Background: an optimization exercise with open tools, aiming at small area. Do not read the settings as production practice.
Only simulation tests tie the RTL to the original design; equivalence was not proved.
No activity file was given, so power comes from the tool's default toggle rates.

// DLL_RD
module DLL_RD(
	input wire sclk,
	input wire srst_n,
	input wire [11:0] cc_p_h_i,		         
    input wire [11:0] cc_p_d_i,		         
	input wire [11:0] cc_np_h_i,		     
	input wire [11:0] cc_cpl_h_i,	         
    input wire [11:0] cc_cpl_d_i,            
	output wire [255:0] dll2tl_data_o,
    output wire [2:0] dll2tl_data_en_o,
    output wire [11:0] ep_cc_p_h_o,
    output wire [11:0] ep_cc_p_d_o,
	output wire ep_cc_p_en_o,
    output wire [11:0] ep_cc_np_h_o,
    output wire ep_cc_np_en_o,
    output wire [11:0] ep_cc_cpl_h_o,
    output wire [11:0] ep_cc_cpl_d_o,
    output wire ep_cc_cpl_en_o,
    output wire [11:0] ep_cl_p_h_o,
    output wire [11:0] ep_cl_p_d_o,
    output wire [11:0] ep_cl_np_h_o,
    output wire [11:0] ep_cl_cpl_h_o,
    output wire [11:0] ep_cl_cpl_d_o,
	output wire ep_cl_en_o,
	output wire updatefc_p_o,
	output wire updatefc_np_o,
	output wire updatefc_cpl_o,
	input wire arb_ready_i,
	output wire dllp_valid_o,
	output wire [255:0] dllp_data_o,
	input pipe2dll_valid_i,
	input wire [255:0] pipe2dll_data_i,
	output wire [15:0] acknak_seq_num_o,
    output wire [1:0] acknak_seq_en_o,
	output wire [1:0] dlcm_state
);
assign ep_cl_en_o = (dlcm_state == 2'd3);
wire init1_send;
wire init2_send;
wire init1_received;
wire init2_received;
wire dlcm_change;
wire NAK_scheduled;
wire [11:0] next_rcv_seq;
DLL_DLCMSM dlcmsm 
(
	.sclk(sclk),
  ...
Size: roughly 1400 flip-flops, about 53000 um2 of cells after synthesis.
clock: 6.0 ns
lec_check: 0
cap_margin: 20
core_margin: 2
core_utilization: 40
cts_buf_list: sky130_fd_sc_hd__clkbuf_8
cts_cluster_diameter: 60
cts_cluster_size: 20
place_density: 0.6
slew_margin: 20
standard.sh (not shown) runs the stock make flow with config.mk's settings and CLKGATE_MAP_FILE= SYNTH_SCRIPT=/design/flow/synth_recipe.tcl, a recipe that flattens the netlist after the stock synthesis.
==> flow/flow/run.sh <==
#!/bin/bash
# The standard layout (the standard.sh: ORFS synthesis, floorplan, place, CTS, route,
# finish), with the port buffers that global placement inserts made from
# sky130_fd_sc_hd__buf_1 instead of the cell buffer_ports picks by default.
set -euo pipefail
cd "$(dirname "$0")/.."
bash standard.sh "BUFFER_PORTS_ARGS=-buffer_cell sky130_fd_sc_hd__buf_1" finish > make_finish.log 2>&1
The first run completed with no timing, DRC or antenna violations.
Next try:
==> flow/run.sh (new file) <==
#!/bin/bash
# synth_recipe.tcl (not shown) runs the flow's synth.tcl, then flattens the netlist and writes it again
# the make line also repeats each setting of config.mk as NAME=value (left out here)
make -C /OpenROAD-flow-scripts/flow DESIGN_CONFIG=/design/flow/config.mk WORK_HOME=/design/flow/orfs CLKGATE_MAP_FILE= SYNTH_SCRIPT=/design/flow/synth_recipe.tcl finish
ABC_AREA = 1   (was unset)
CTS_BUF_LIST = unset   (was sky130_fd_sc_hd__clkbuf_8)
CTS_CLUSTER_DIAMETER = unset   (was 60)
CTS_CLUSTER_SIZE = unset   (was 20)
removed: flow/flow/run.sh
removed: flow/standard.sh
Result: Global-route usage grows by 2.3 points; die area climbs by a few percent; cell count increases by about a fifth.
Next try:
==> flow/flow/run.sh (new file) <==
#!/bin/bash
# The standard layout (the standard.sh: ORFS synthesis, floorplan, place, CTS, route,
# finish), with the port buffers that global placement inserts made from
# sky130_fd_sc_hd__buf_1 instead of the cell buffer_ports picks by default.
set -euo pipefail
cd "$(dirname "$0")/.."
bash standard.sh "BUFFER_PORTS_ARGS=-buffer_cell sky130_fd_sc_hd__buf_1" finish > make_finish.log 2>&1
==> flow/standard.sh (new file) <==
#!/bin/bash
# synth_recipe.tcl (not shown) runs the flow's synth.tcl, then flattens the netlist and writes it again
# the make line also repeats each setting of config.mk as NAME=value (left out here)
make -C /OpenROAD-flow-scripts/flow DESIGN_CONFIG=/design/flow/config.mk WORK_HOME=/design/flow/orfs CLKGATE_MAP_FILE= SYNTH_SCRIPT=/design/flow/synth_recipe.tcl "${@:-finish}"
ABC_AREA = unset   (was 1)
CTS_BUF_LIST = sky130_fd_sc_hd__clkbuf_16   (was unset)
CTS_CLUSTER_DIAMETER = 60   (was unset)
CTS_CLUSTER_SIZE = 36   (was unset)
removed: flow/run.sh
Effect: Routed wire length drops by roughly a tenth. Cell count drops by about a fifth. Non-clock buffer count climbs by 21. Fmax drops by a few percent. Synthesized cell count drops by a quarter to a third. Die area drops by a few percent. Sequential cell count stays the same. Clock power drops by about a fifth. Synthesized area drops by a few percent.
Next try:
==> flow/run.sh (new file) <==
#!/bin/bash
# synth_recipe.tcl (not shown) runs the flow's synth.tcl, then flattens the netlist and writes it again
# the make line also repeats each setting of config.mk as NAME=value (left out here)
make -C /OpenROAD-flow-scripts/flow DESIGN_CONFIG=/design/flow/config.mk WORK_HOME=/design/flow/orfs CLKGATE_MAP_FILE= SYNTH_SCRIPT=/design/flow/synth_recipe.tcl finish
CTS_BUF_LIST = unset   (was sky130_fd_sc_hd__clkbuf_16)
CTS_CLUSTER_DIAMETER = unset   (was 60)
CTS_CLUSTER_SIZE = unset   (was 36)
removed: flow/flow/run.sh
removed: flow/standard.sh
Outcome:
- The new run finished clean
- wire length increases by a few percent
- sequential power barely changes
- cell count increases slightly

separate check: timing with driven ports:
How much do the figures lean on ideal ports? The routed layouts below were timed once more, with nothing changed but the port constraints.
Step 1, drivers: a clkbuf_16 drives sclk and a buf_2 each remaining input, both assumed.
Step 2, shift: input delay + t, output delay - t, t = (earliest + latest rising clock arrival at the registers) / 2. This alone moves slack from input paths to output paths.
a / b / c = ideal ports / drivers / drivers and shift; a / b = the first two.
run | t (ns) | setup WS [ns] | worst setup path after step 2 | clock arrival spread, ns | worst register clock-pin slew, ns
the first run | 0.901 | 0.249 / 0.168 / 0.805 | input to register | 0.058 / 0.058 | 0.12 / 0.12
the second run | 0.859 | 0.367 / 0.287 / 0.962 | input to register | 0.028 / 0.029 | 0.06 / 0.06
the third run | 0.802 | 0.231 / 0.155 / 0.820 | input to register | 0.048 / 0.048 | 0.10 / 0.10
the fourth run | 0.833 | 0.159 / 0.083 / 0.335 | input to register | 0.033 / 0.033 | 0.07 / 0.07
After both steps setup and hold are still met in every run listed.
